Background: an optimization exercise with open tools, aiming at small area, a short achievable clock period and few clock cycles per item. Do not read the settings as production practice. No run shown here included a check of the RTL's function; only the layout flow was run. Power is estimated from default activity; no workload was simulated.

$ cat flow/config.mk
export PLATFORM = sky130hd
export DESIGN_NAME = top
export DESIGN_NICKNAME = top
export VERILOG_FILES = /design/flow/design.v
export SDC_FILE = /design/flow/constraint.sdc
export NUM_CORES = 4
export LEC_CHECK = 0
export CAP_MARGIN = 20
export CORE_MARGIN = 2
export CORE_UTILIZATION = 40
export SLEW_MARGIN = 20
$ cat flow/constraint.sdc
create_clock -name core_clock -period 3.5 [get_ports {clk}]
set_input_delay 0.7000 -clock core_clock [delete_from_list [all_inputs] [get_ports {clk}]]
set_output_delay 0.7000 -clock core_clock [all_outputs]
set_load 0.01 [all_outputs]
$ cat flow/design.v
`default_nettype none
module top #(
    parameter WIDTH = 4
) (
    input wire clk,
    input wire rst,
    input wire               in_valid,
    input wire [WIDTH*4-1:0] in_data,
    output wire              in_ready,
    output reg               out_valid,
    output reg [WIDTH*4-1:0] out_data,
    input wire               out_ready
);
    wire [3:0] a0 = in_data[3:0];
    wire [3:0] b0 = in_data[7:4];
    wire [3:0] a1 = in_data[11:8];
    wire [3:0] b1 = in_data[15:12];
    wire [7:0] p0, p1;
    wire m0_pp00 = a0[0] & b0[0];
    wire m0_pp01 = a0[0] & b0[1];
    wire m0_pp02 = a0[0] & b0[2];
    wire m0_pp03 = a0[0] & b0[3];
    wire m0_pp10 = a0[1] & b0[0];
    wire m0_pp11 = a0[1] & b0[1];
    wire m0_pp12 = a0[1] & b0[2];
    wire m0_pp13 = a0[1] & b0[3];
    wire m0_pp20 = a0[2] & b0[0];
    wire m0_pp21 = a0[2] & b0[1];
    wire m0_pp22 = a0[2] & b0[2];
    wire m0_pp23 = a0[2] & b0[3];
    wire m0_pp30 = a0[3] & b0[0];
    wire m0_pp31 = a0[3] & b0[1];
    wire m0_pp32 = a0[3] & b0[2];
    wire m0_pp33 = a0[3] & b0[3];
    wire m0_fs0 = m0_pp02 ^ m0_pp11 ^ m0_pp20;
    wire m0_fc0 = (m0_pp02 & m0_pp11) | (m0_pp02 & m0_pp20) | (m0_pp11 & m0_pp20);
    wire m0_fs1 = m0_pp03 ^ m0_pp12 ^ m0_pp21;
    wire m0_fc1 = (m0_pp03 & m0_pp12) | (m0_pp03 & m0_pp21) | (m0_pp12 & m0_pp21);
    wire m0_fs2 = m0_pp13 ^ m0_pp22 ^ m0_pp31;
    wire m0_fc2 = (m0_pp13 & m0_pp22) | (m0_pp13 & m0_pp31) | (m0_pp22 & m0_pp31);
    wire m0_fs3 = m0_fc0 ^ m0_fs1 ^ m0_pp30;
    wire m0_fc3 = (m0_fc0 & m0_fs1) | (m0_fc0 & m0_pp30) | (m0_fs1 & m0_pp30);
    wire m0_fs4 = m0_fc2 ^ m0_pp23 ^ m0_pp32;
    wire m0_fc4 = (m0_fc2 & m0_pp23) | (m0_fc2 & m0_pp32) | (m0_pp23 & m0_pp32);
    wire m0_fs5 = m0_fc3 ^ m0_fc1 ^ m0_fs2;
    wire m0_fc5 = (m0_fc3 & m0_fc1) | (m0_fc3 & m0_fs2) | (m0_fc1 & m0_fs2);
    wire [7:0] m0_ra = {1'b0, m0_fc4, m0_fc5, m0_fs5, m0_fs3, m0_fs0, m0_pp01, m0_pp00};
    wire [7:0] m0_rb = {1'b0, m0_pp33, m0_fs4, 1'b0, 1'b0, 1'b0, m0_pp10, 1'b0};
    wire [8:0] m0_c;
    assign m0_c[0] = 1'b0;
    assign p0[0] = m0_ra[0] ^ m0_rb[0] ^ m0_c[0];
    assign m0_c[1] = (m0_ra[0] & m0_rb[0]) | (m0_ra[0] & m0_c[0]) | (m0_rb[0] & m0_c[0]);
    assign p0[1] = m0_ra[1] ^ m0_rb[1] ^ m0_c[1];
    assign m0_c[2] = (m0_ra[1] & m0_rb[1]) | (m0_ra[1] & m0_c[1]) | (m0_rb[1] & m0_c[1]);
    assign p0[2] = m0_ra[2] ^ m0_rb[2] ^ m0_c[2];
    assign m0_c[3] = (m0_ra[2] & m0_rb[2]) | (m0_ra[2] & m0_c[2]) | (m0_rb[2] & m0_c[2]);
    assign p0[3] = m0_ra[3] ^ m0_rb[3] ^ m0_c[3];
    assign m0_c[4] = (m0_ra[3] & m0_rb[3]) | (m0_ra[3] & m0_c[3]) | (m0_rb[3] & m0_c[3]);
    assign p0[4] = m0_ra[4] ^ m0_rb[4] ^ m0_c[4];
    assign m0_c[5] = (m0_ra[4] & m0_rb[4]) | (m0_ra[4] & m0_c[4]) | (m0_rb[4] & m0_c[4]);
    assign p0[5] = m0_ra[5] ^ m0_rb[5] ^ m0_c[5];
    assign m0_c[6] = (m0_ra[5] & m0_rb[5]) | (m0_ra[5] & m0_c[5]) | (m0_rb[5] & m0_c[5]);
    assign p0[6] = m0_ra[6] ^ m0_rb[6] ^ m0_c[6];
    assign m0_c[7] = (m0_ra[6] & m0_rb[6]) | (m0_ra[6] & m0_c[6]) | (m0_rb[6] & m0_c[6]);
    assign p0[7] = m0_ra[7] ^ m0_rb[7] ^ m0_c[7];
    assign m0_c[8] = (m0_ra[7] & m0_rb[7]) | (m0_ra[7] & m0_c[7]) | (m0_rb[7] & m0_c[7]);
    wire m1_pp00 = a1[0] & b1[0];
    wire m1_pp01 = a1[0] & b1[1];
    wire m1_pp02 = a1[0] & b1[2];
    wire m1_pp03 = a1[0] & b1[3];
    wire m1_pp10 = a1[1] & b1[0];
    wire m1_pp11 = a1[1] & b1[1];
    wire m1_pp12 = a1[1] & b1[2];
    wire m1_pp13 = a1[1] & b1[3];
    wire m1_pp20 = a1[2] & b1[0];
    wire m1_pp21 = a1[2] & b1[1];
    wire m1_pp22 = a1[2] & b1[2];
    wire m1_pp23 = a1[2] & b1[3];
    wire m1_pp30 = a1[3] & b1[0];
    wire m1_pp31 = a1[3] & b1[1];
    wire m1_pp32 = a1[3] & b1[2];
    wire m1_pp33 = a1[3] & b1[3];
    wire m1_fs0 = m1_pp02 ^ m1_pp11 ^ m1_pp20;
    wire m1_fc0 = (m1_pp02 & m1_pp11) | (m1_pp02 & m1_pp20) | (m1_pp11 & m1_pp20);
    wire m1_fs1 = m1_pp03 ^ m1_pp12 ^ m1_pp21;
    wire m1_fc1 = (m1_pp03 & m1_pp12) | (m1_pp03 & m1_pp21) | (m1_pp12 & m1_pp21);
    wire m1_fs2 = m1_pp13 ^ m1_pp22 ^ m1_pp31;
    wire m1_fc2 = (m1_pp13 & m1_pp22) | (m1_pp13 & m1_pp31) | (m1_pp22 & m1_pp31);
    wire m1_fs3 = m1_fc0 ^ m1_fs1 ^ m1_pp30;
    wire m1_fc3 = (m1_fc0 & m1_fs1) | (m1_fc0 & m1_pp30) | (m1_fs1 & m1_pp30);
    wire m1_fs4 = m1_fc2 ^ m1_pp23 ^ m1_pp32;
    wire m1_fc4 = (m1_fc2 & m1_pp23) | (m1_fc2 & m1_pp32) | (m1_pp23 & m1_pp32);
    wire m1_fs5 = m1_fc3 ^ m1_fc1 ^ m1_fs2;
    wire m1_fc5 = (m1_fc3 & m1_fc1) | (m1_fc3 & m1_fs2) | (m1_fc1 & m1_fs2);
    wire [7:0] m1_ra = {1'b0, m1_fc4, m1_fc5, m1_fs5, m1_fs3, m1_fs0, m1_pp01, m1_pp00};
    wire [7:0] m1_rb = {1'b0, m1_pp33, m1_fs4, 1'b0, 1'b0, 1'b0, m1_pp10, 1'b0};
    wire [8:0] m1_c;
    assign m1_c[0] = 1'b0;
    assign p1[0] = m1_ra[0] ^ m1_rb[0] ^ m1_c[0];
    assign m1_c[1] = (m1_ra[0] & m1_rb[0]) | (m1_ra[0] & m1_c[0]) | (m1_rb[0] & m1_c[0]);
    assign p1[1] = m1_ra[1] ^ m1_rb[1] ^ m1_c[1];
    assign m1_c[2] = (m1_ra[1] & m1_rb[1]) | (m1_ra[1] & m1_c[1]) | (m1_rb[1] & m1_c[1]);
    assign p1[2] = m1_ra[2] ^ m1_rb[2] ^ m1_c[2];
    assign m1_c[3] = (m1_ra[2] & m1_rb[2]) | (m1_ra[2] & m1_c[2]) | (m1_rb[2] & m1_c[2]);
    assign p1[3] = m1_ra[3] ^ m1_rb[3] ^ m1_c[3];
    assign m1_c[4] = (m1_ra[3] & m1_rb[3]) | (m1_ra[3] & m1_c[3]) | (m1_rb[3] & m1_c[3]);
    assign p1[4] = m1_ra[4] ^ m1_rb[4] ^ m1_c[4];
    assign m1_c[5] = (m1_ra[4] & m1_rb[4]) | (m1_ra[4] & m1_c[4]) | (m1_rb[4] & m1_c[4]);
    assign p1[5] = m1_ra[5] ^ m1_rb[5] ^ m1_c[5];
    assign m1_c[6] = (m1_ra[5] & m1_rb[5]) | (m1_ra[5] & m1_c[5]) | (m1_rb[5] & m1_c[5]);
    assign p1[6] = m1_ra[6] ^ m1_rb[6] ^ m1_c[6];
    assign m1_c[7] = (m1_ra[6] & m1_rb[6]) | (m1_ra[6] & m1_c[6]) | (m1_rb[6] & m1_c[6]);
    assign p1[7] = m1_ra[7] ^ m1_rb[7] ^ m1_c[7];
    assign m1_c[8] = (m1_ra[7] & m1_rb[7]) | (m1_ra[7] & m1_c[7]) | (m1_rb[7] & m1_c[7]);
    assign in_ready = out_ready;
    always @(posedge clk) begin
        if (rst) begin
            out_valid <= 1'b0;
        end else if (out_ready) begin
            out_valid <= in_valid;
        end
        if (out_ready) begin
            out_data <= {p1, p0};
        end
    end
endmodule
$ cat flow/flow/run.sh
#!/bin/bash
# Standard ORFS layout (standard.sh) with these changes:
#  - synthesis maps the logic with flow/abc.script instead of ORFS's ABC
#    script; everything else in the standard synthesis is unchanged, so the
#    registers and their names are the standard synthesis's;
#  - full adders are not extracted into fa/ha cells, so ABC maps the adder
#    trees itself;
#  - every port gets a plain buf_2 buffer instead of the delay buffer that
#    buffer_ports picks by default; after global placement flow/post_gpl.tcl
#    makes the buffers of ports with slack to spare buf_1, and out_ready's,
#    which drives every register enable and in_ready, buf_4.
# Each tool's full log is in orfs/logs/; make's output is in flow.log.
set -euo pipefail
W=$PWD
cat > "$W/own_synth.tcl" <<EOT
proc abc {args} {
  set i [lsearch -exact \$args -script]
  if {\$i >= 0} { lset args [expr {\$i + 1}] $W/flow/abc.script }
  yosys abc {*}\$args
}
source $W/synth_recipe.tcl
EOT
bash standard.sh "SYNTH_SCRIPT=$W/own_synth.tcl" "ADDER_MAP_FILE=" \
  "BUFFER_PORTS_ARGS=-buffer_cell sky130_fd_sc_hd__buf_2" \
  "POST_GLOBAL_PLACE_TCL=$W/flow/post_gpl.tcl" finish > flow.log 2>&1
$ cat flow/flow/abc.script
strash
&get -n
&st
&if -g -K 6
&st
&dch
&put
map -D 800
upsize -D 800
dnsize -D 800
$ cat flow/flow/post_gpl.tcl
# Port buffers, after global placement. buffer_ports gave every port a buf_2.
proc port_buffer {port} {
  set net [get_nets [get_full_name $port]]
  foreach pin [get_pins -of_objects $net] {
    set inst [get_cells -of_objects $pin]
    set cell [get_property [get_lib_cells -of_objects $inst] name]
    if {[string match sky130_fd_sc_hd__buf_* $cell]} { return $inst }
  }
  return ""
}
proc set_port_buffer {ports cell} {
  foreach port [get_ports $ports] {
    set inst [port_buffer $port]
    if {$inst ne ""} {
      puts "post_gpl: [get_full_name $port]: [get_full_name $inst] -> $cell"
      replace_cell $inst $cell
    }
  }
}
# The outputs driven straight from registers, and the inputs that only feed
# out_valid's register, have slack to spare: the smallest buffer will do.
set_port_buffer {out_data[*] out_valid rst in_valid} sky130_fd_sc_hd__buf_1
# out_ready drives every register's enable and, through in_ready's buffer,
# the in_ready port: a stronger buffer shortens the out_ready-to-in_ready path.
set_port_buffer {out_ready} sky130_fd_sc_hd__buf_4
$ cat flow/standard.sh
#!/bin/bash
# synth_recipe.tcl (not shown) runs the flow's synth.tcl, then flattens the netlist and writes it again
# the make line also repeats each setting of config.mk as NAME=value (left out here)
make -C /OpenROAD-flow-scripts/flow DESIGN_CONFIG=/design/flow/config.mk WORK_HOME=/design/flow/orfs CLKGATE_MAP_FILE= SYNTH_SCRIPT=/design/flow/synth_recipe.tcl "${@:-finish}"
==> results of run 1 <==
## report_power, final
part           internal [mW]  switching, mW  total [mW]
Clock                 0.0441         0.0523      0.0965
Combinational         0.0670          0.118       0.186
Sequential             0.251        0.00518       0.256
## sequential cells by signal, indices dropped and copies added, names as in the netlist
name,flops
out_data,16
out_valid,1
## kinds of logic after synthesis
logic type      after synthesis  synth area share, %
flops                        17                 35.2
buf+inv                       6                 1.85
mux                           1                0.705
compound gates               26                 12.0
simple gates                133                 43.3
xor+xnor                      8                 6.87
## path summary, 6_finish.rpt
path | start | to | slack [ps] | cells past startpoint
max | in_data[13] | out_data[13] | 1710 | 9
min | out_valid | out_valid | 500 | 2
max reg2reg | out_valid | out_valid | 2920 | 2
min reg2reg | out_valid | out_valid | 500 | 2
## layout by cell type (no fill, tap or decap), drive strengths merged, types with 2 or more instances in the layout
cell and count:
nand3b 2, edfxtp 16, nand3 20, o2bb2ai 3
nand4 14, a21oi 8, o21ai 5, nand2b 2
clkinv 5, xor2 6, clkbuf 4, and2 3
a21boi 2, buf 37, nor2 11, o211ai 2
xnor3 2, nand2 79
## layer usage
layer / wire length (microns) / up-vias / GRT usage [%]
met5: 0 / - / 0
li1: - / 771 / -
met4: 34 / 0 / 7.34
met1: 1550 / 620 / 24.9
met2: 1240 / 54 / 23.8
met3: 207 / 2 / 1.07
## area by class of cell
class	count	area, sq um	area share, %
flip-flops and latches	17	500	30.1
repair buffers	37	164	9.87
clock buffers	4	26.3	1.58
well taps	46	57.6	3.47
multi-input cells	168	893	53.8
inverters	5	18.8	1.13
## worst reg2reg max path: cells and delay by family, from the launching register on
kind	cells	cell delay, ps
and+or+nand+nor	1	50
muxes	1	120
DFF	1	320
==> results.sh, run 1 <==
export IMPL_finalSetupTns_ps=0
export IMPL_buffer_ports_inserted=37
export IMPL_postRouteWirelength_microns=3030
export IMPL_final_layout_size_suffix_gt1_share_pct=13.0
export IMPL_timing_final_crit_share_pct=51.3
export IMPL_grt_first_pass_wirelength_microns=5330
export IMPL_outcome="timing/DRC/antenna clean"
export IMPL_placed_wire_length_estimate_after_detailed_placement_microns=2490
export IMPL_post_cts_setup_buffers=0
export IMPL_hold_path_class="flop to flop"
export IMPL_initial_core_util_pct=42.2
export IMPL_crit_path_top_delay_cell="nand4_1"
export IMPL_synth_largest_area_cell="edfxtp_1"
export IMPL_floorplan_rows=21
export IMPL_ys_dominant_reg_cell="edfxtp_1"
export IMPL_crit_path_end_kind="flop"
export IMPL_critical_path_arrival_ps=1820
export IMPL_ys_seq_area_share_pct=35.2
export IMPL_netlist_cell_type_count=34
export IMPL_num_vias=1447
export IMPL_highest_attainable_clock_frequency_mhz=557
export IMPL_synth_top_cells_by_area="edfxtp_1 (34%), nand2_1 (20%), nand3_1 (6.3%)"
export IMPL_timing_setup_critical_path_class="input pin to flop"
export IMPL_die_area_sq_um=4040
export IMPL_rsz_0062_raised_after_global_routing="no"
export IMPL_clock_tree_buffer_depth=2
export IMPL_largest_net_degree_at_the_start_of_global_routing=19
export IMPL_cts_root_buf="clkbuf_4"
export IMPL_timing_clock_skew_ps=0
export IMPL_power_static_leakage_nw=0.737
export IMPL_max_cap_violations=0
export IMPL_route_detailed_wl_per_inst_microns=10.9
export IMPL_design_core_area_sq_um=3360
export IMPL_number_of_antenna_violations_at_the_first_check_in_global_routing=0
export IMPL_yosys_warnings=1
export IMPL_htreeDepth=1
export IMPL_cell_area_placed_sq_um=1630
export IMPL_critical_path_required_ps=3530
export IMPL_postSynthAreaPerCell_sq_um=7.44
export IMPL_dp_cells=273
export IMPL_final_antenna_violating_net_count=0
export IMPL_final_cells=277
export IMPL_timing_critical_path_mode_cell="nand3_1"
export IMPL_post_route_worst_setup_slack_ps=1710
export IMPL_final_net_count=252
export IMPL_worst_setup_hold_path_clk_slew_ps=80
export IMPL_gr_util_all_layers_pct=16.4
export IMPL_syn_num_nets=211
export IMPL_worst_slew_margin_rel_pct=78.1
export IMPL_final_setup_viol_count=0
export IMPL_dr_pass1_iters=4
export IMPL_netlist_area_leader_share_pct=33.8
export IMPL_timing_hold_ws_ps=502
export IMPL_timing_hold_violations_final=0
export IMPL_layout_core_utilization_pct=49.4
export IMPL_io_pins=38
export IMPL_tritoncts="yes"
export IMPL_postSynth_asyncResetShare_pct=0
export IMPL_ir_drop_mv=0.101
export IMPL_crit_buf_inv=2
export IMPL_floorplan_die_width_microns=63.6
export IMPL_tritoncts_num_sinks=17
export IMPL_timing_critical_path_from_type="input pin"
export IMPL_cts_resized=0
export IMPL_max_slew_worst_pin_slew_ps=325
export IMPL_synth_cells=191
export IMPL_path_cells="buf_2 > nand4_1 > nand2_1 > nand2_2 > clkinv_1 > nand3_1 > nand3_1 > o211ai_1 > o2bb2ai_1"
export IMPL_globalRouteOverflowTotal=0
export IMPL_synth_seq_cells=17
export IMPL_power_total_uw=538
export IMPL_area_growth_syn_to_layout_pct=16.9
export IMPL_final_fill_count=375
export IMPL_route_detailed_drc=0
export IMPL_clk_latency_ps=270
export IMPL_first_global_vias=1228
export IMPL_synth_area_sq_um=1420
export IMPL_ctsHoldBuffers=0
export IMPL_synth_enable_flop_cells=16
export IMPL_floorplan_die_height_microns=63.6
export IMPL_initialDrtViolationCount=49
export IMPL_crit_family="simple AND/OR/NAND/NOR gates"
export IMPL_synthTopCellsByCount="nand2_1 (75), nand3_1 (18), edfxtp_1 (16)"
export IMPL_power_density_nw_per_um2=324
export IMPL_timing_final_crit_period_ps=1790
export IMPL_layout_cell_area_non_filler_sq_um=1660
export IMPL_crit_path_max_incr_delay_ps=170
export IMPL_slew_viol_final=0
export IMPL_viasPerCell=5.22
export IMPL_synthMostInstantiatedCell="nand2_1"
export IMPL_count_of_inserted_antenna_diode_cells=0
export IMPL_cts_inserted_buffers=3
export IMPL_preCtsSetupSlack_ps=1410
export IMPL_crit_path_max_fanout=7
==> inputs of run 2 (changes only) <==
==> flow/design.v (replaced) <==
`default_nettype none
module top #(
    parameter WIDTH = 4
) (
    input wire clk,
    input wire rst,
    input wire               in_valid,
    input wire [WIDTH*4-1:0] in_data,
    output wire              in_ready,
    output reg               out_valid,
    output reg [WIDTH*4-1:0] out_data,
    input wire               out_ready
);
    wire [3:0] a0 = in_data[3:0];
    wire [3:0] b0 = in_data[7:4];
    wire [3:0] a1 = in_data[11:8];
    wire [3:0] b1 = in_data[15:12];
    wire [7:0] p0, p1;
    wire [5:0] t0 = {2'b00, a0} + {1'b0, a0, 1'b0};
    wire [5:0] t1 = {2'b00, a1} + {1'b0, a1, 1'b0};
    function [5:0] dig(input [3:0] a, input [5:0] t, input [1:0] d);
        case (d)
            2'd0: dig = 6'd0;
            2'd1: dig = {2'b00, a};
            2'd2: dig = {1'b0, a, 1'b0};
            default: dig = t;
        endcase
    endfunction
    wire [5:0] l0 = dig(a0, t0, b0[1:0]);
    wire [5:0] h0 = dig(a0, t0, b0[3:2]);
    assign p0 = {2'b00, l0} + {h0, 2'b00};
    wire [5:0] l1 = dig(a1, t1, b1[1:0]);
    wire [5:0] h1 = dig(a1, t1, b1[3:2]);
    assign p1 = {2'b00, l1} + {h1, 2'b00};
    assign in_ready = out_ready;
    always @(posedge clk) begin
        if (rst) begin
            out_valid <= 1'b0;
        end else if (out_ready) begin
            out_valid <= in_valid;
        end
        if (out_ready) begin
            out_data <= {p1, p0};
        end
    end
endmodule
==> flow/flow/abc.script (replaced) <==
strash
&get -n
&st
&if -g -K 4
&st
&dch
&put
map -a -D 1000
upsize -D 1000
dnsize -D 1000
==> run 2 against run 1 <==
Effect of this change:
- combinational power down 9.7%
- synthesized area is 11% lower
- global-route usage rose by 0.80 points
- core utilization up 0.43 points
- power shrank 0.72%
- largest cell class unchanged
==> results.sh, run 2 <==
export IMPL_outcome="timing/DRC/antenna clean"
export IMPL_buffer_ports_inserted=37
export IMPL_design_internal_power_uw=358
export IMPL_power_density_nw_per_um2=355
export IMPL_largest_net_degree_at_the_start_of_global_routing=19
export IMPL_worst_path_stages=10
export IMPL_num_vias=1209
export IMPL_gr_util_all_layers_pct=17.2
export IMPL_clock_power_share_pct=19.8
export IMPL_layout_cell_area_non_filler_sq_um=1510
export IMPL_finalSetupTns_ps=0
export IMPL_hold_path_class="flop to flop"
export IMPL_largest_reg_flops=16
export IMPL_hold_start="out_valid"
export IMPL_worst_setup_hold_path_clk_slew_ps=100
export IMPL_area_growth_syn_to_layout_pct=18.8
export IMPL_htreeDepth=1
export IMPL_postSynth_asyncResetShare_pct=0
export IMPL_sw_ratio_pct=32.9
export IMPL_tritoncts_num_sinks=17
export IMPL_synth_top_cells_by_area="edfxtp_1 (38%), nand2_1 (8.9%), xor2_1 (6.9%)"
export IMPL_critical_path_arrival_ps=2120
export IMPL_synth_largest_area_cell="edfxtp_1"
export IMPL_final_fill_count=310
export IMPL_synthMostInstantiatedCell="nand2_1"
export IMPL_die_area_sq_um=3640
export IMPL_power_net_switching_uw=176
export IMPL_cell_area_placed_sq_um=1480
export IMPL_postSynthAreaPerCell_sq_um=7.88
export IMPL_crit_path_max_fanout=7
export IMPL_max_cap_violations=0
export IMPL_multi_input_comb_area_sq_um=674
export IMPL_rr_startpoint="out_valid"
export IMPL_hold_path_endpoint="out_valid"
export IMPL_timing_critical_path_from_type="input pin"
export IMPL_layout_core_utilization_pct=49.8
export IMPL_crit_path_end_kind="flop"
export IMPL_pwr_share_comb_pct=31.4
export IMPL_netlist_cell_type_count=31
export IMPL_netlist_area_leader_share_pct=37.9
export IMPL_commonest_non_fill_non_tap_cell_in_the_layout="nand2_1"
export IMPL_whs_path_depth=2
export IMPL_seqCellArea_sq_um=500
export IMPL_crit_path_max_incr_delay_ps=240
export IMPL_timing_hold_ws_ps=504
export IMPL_synth_cells=161
export IMPL_final_setup_viol_count=0
export IMPL_clk_latency_ps=290
export IMPL_muxShareOfSynthArea_pct=0.789
export IMPL_largest_register="out_data"
export IMPL_crit_family="compound AO/OA/AOI/OAI gates"
export IMPL_placed_wire_length_estimate_after_detailed_placement_microns=2250
export IMPL_initial_core_util_pct=41.9
export IMPL_ir_drop_mv=0.181
export IMPL_path_cells="buf_2 > o21ai_1 > a21oi_1 > inv_1 > a31oi_1 > nor2_1 > clkinv_1 > nand4_1 > nand2_1 > a22o_1"
export IMPL_highest_attainable_clock_frequency_mhz=484
export IMPL_count_of_inserted_antenna_diode_cells=0
export IMPL_final_cells=245
export IMPL_yosys_area_share_simple_pct=22.3
export IMPL_cts_inserted_buffers=3
export IMPL_dr_pass1_iters=4
export IMPL_synth_area_in_compound_gates_pct=17.8
export IMPL_initialDrtViolationCount=35
export IMPL_ys_seq_area_share_pct=39.4
export IMPL_post_cts_setup_buffers=0
export IMPL_syn_num_nets=181
export IMPL_first_global_vias=1098
export IMPL_route_detailed_drc=0
export IMPL_grt_first_pass_wirelength_microns=4660
export IMPL_route_detailed_wl_per_inst_microns=11.3
export IMPL_rsz_0062_raised_after_global_routing="no"
export IMPL_timing_hold_violations_final=0
export IMPL_tritoncts="yes"
export IMPL_postRouteWirelength_microns=2770
export IMPL_critical_path_required_ps=3560
export IMPL_synth_seq_cells=17
export IMPL_crit_buf_inv=3
export IMPL_max_slew_worst_pin_slew_ps=349
export IMPL_final_antenna_violating_net_count=0
export IMPL_cts_root_buf="clkbuf_4"
export IMPL_globalRouteOverflowTotal=0
export IMPL_worstSetupStartpoint="in_data[10]"
export IMPL_synthTopCellsByCount="nand2_1 (30), clkinv_1 (17), edfxtp_1 (16)"
export IMPL_reg2reg_setup_slack_ps=2920
export IMPL_dp_cells=241
export IMPL_timing_clock_skew_ps=0
export IMPL_final_layout_size_suffix_gt1_share_pct=17.4
export IMPL_timing_reg2reg_worst_path_depth=2
export IMPL_synth_top_family_by_area="simple AND/OR/NAND/NOR gates"
export IMPL_clock_tree_buffer_depth=2
export IMPL_viasPerCell=4.93
export IMPL_ctsHoldBuffers=0
export IMPL_io_pins=38
export IMPL_timing_final_crit_period_ps=2070
export IMPL_final_net_count=222
export IMPL_synth_enable_flop_cells=16
export IMPL_design_core_area_sq_um=3030
export IMPL_timing_setup_critical_path_class="input pin to flop"
export IMPL_floorplan_die_width_microns=60.3
export IMPL_fraction_of_the_mapped_netlist_area_in_adder_cells_pct=0
export IMPL_timing_final_crit_share_pct=59.0
export IMPL_yosys_warnings=1
export IMPL_seq_power_share_pct=48.7
export IMPL_ys_dominant_reg_cell="edfxtp_1"
export IMPL_cts_resized=0
export IMPL_highest_count_cells_in_the_layout_ignoring_fill_and_taps="nand2_1 (30), buf_1 (19), clkinv_1 (17), buf_2 (17), edfxtp_1 (16)"
export IMPL_slew_viol_final=0
export IMPL_r2r_end="out_valid"
export IMPL_number_of_antenna_violations_at_the_first_check_in_global_routing=0
export IMPL_synth_area_sq_um=1270
export IMPL_floorplan_rows=20
export IMPL_biggestRegsByFlops="out_data x16, out_valid x1"
export IMPL_worst_slew_margin_rel_pct=76.6
export IMPL_power_static_leakage_nw=0.593
export IMPL_floorplan_die_height_microns=60.3
export IMPL_crit_path_top_delay_cell="o21ai_1"
export IMPL_synth_xor_area_share_pct=12.3
run 2: worst min-delay path, delay by kind of cell, from the launching register on:
kind | cells | cell delay (ps)
flops | 1 | 340
mux | 1 | 60
simple gates | 1 | 70
run 2: worst max-delay path by stage:
| stage | to | slack [ps] |
|---|---|---|
| 2_1_floorplan | out_data[14] | 1520 |
| 3_3_place_gp | out_data[15] | 1160 |
| 3_5_place_dp | out_data[15] | 1140 |
| 4_1_cts | out_data[15] | 1460 |
| 5_1_grt | out_data[15] | 1290 |
| 6_report | out_data[15] | 1430 |
run 2: per-stage QoR:
step	total power [mW]	setup slack (ps)
after floorplan	0.376	1520
after global placement	0.435	1160
after detailed placement	0.434	1140
after CTS	0.543	1460
after global routing	0.574	1290
final	0.535	1430
run 2: logic make-up (layout without fill, tap and decap cells):
logic type                after synthesis  count (layout)
and+or+nand+nor                        64              64
AOI/OAI and AO/OA                      38              38
buffers and inverters                  24              64
xor gates and xnor gates               17              17
DFF                                    17              17
muxes                                   1               1
run 2: layout make-up:
class                      count  share of cell area, %
inverter                      23                   5.73
sequential                    17                   33.2
timing repair buffer          37                   10.9
clock inverter                 1                  0.332
clock buffer                   3                   1.49
tap                           44                   3.65
multi-input combinational    120                   44.7
run 2: routing by layer:
layer / vias to the layer above / wire length (microns) / global-route usage [%] / share of wire [%]
li1: 633 / - / - / -
met1: 536 / 1340 / 22.7 / 48
met2: 34 / 1230 / 27.0 / 44
met3: 6 / 162 / 3.46 / 5.8
met4: 0 / 44 / 8.25 / 1.6
met5: - / 0 / 0 / 0
run 2: power groups by stage:
stage | Combinational, mW | Clock (mW) | Sequential (mW)
floorplan | 0.0963 | 0 | 0.280
global placement | 0.171 | 0 | 0.264
detailed placement | 0.168 | 0 | 0.266
CTS | 0.169 | 0.113 | 0.261
global route | 0.191 | 0.120 | 0.263
finish | 0.168 | 0.106 | 0.261

-- what the ideal ports hide --
The results above use ideal ports. As a check the final layouts listed here were re-extracted and re-timed, cells and wires unchanged. Step 1, drivers: a clkbuf_16 drives clk and a buf_2 each remaining input, both assumed. Step 2, shift: input delay + t, output delay - t, t = (earliest + latest rising clock arrival at the registers) / 2. This alone moves slack from input paths to output paths. a / b / c = no drivers / after step 1 / after step 2; a / b = the first two.
| run | shift t [ns] | setup WS [ns] | latest minus earliest clock arrival (ns) |
|---|---|---|---|
| run 1 | 0.293 | 1.706 / 1.679 / 1.410 | 0.001 / 0.001 |
| run 2 | 0.313 | 1.435 / 1.439 / 1.126 | 0.004 / 0.004 |
After both steps every run listed still meets setup and hold. For run 2, which loses most, drivers alone change the setup slack by +0.004 ns; drivers and shift together by -0.309 ns.
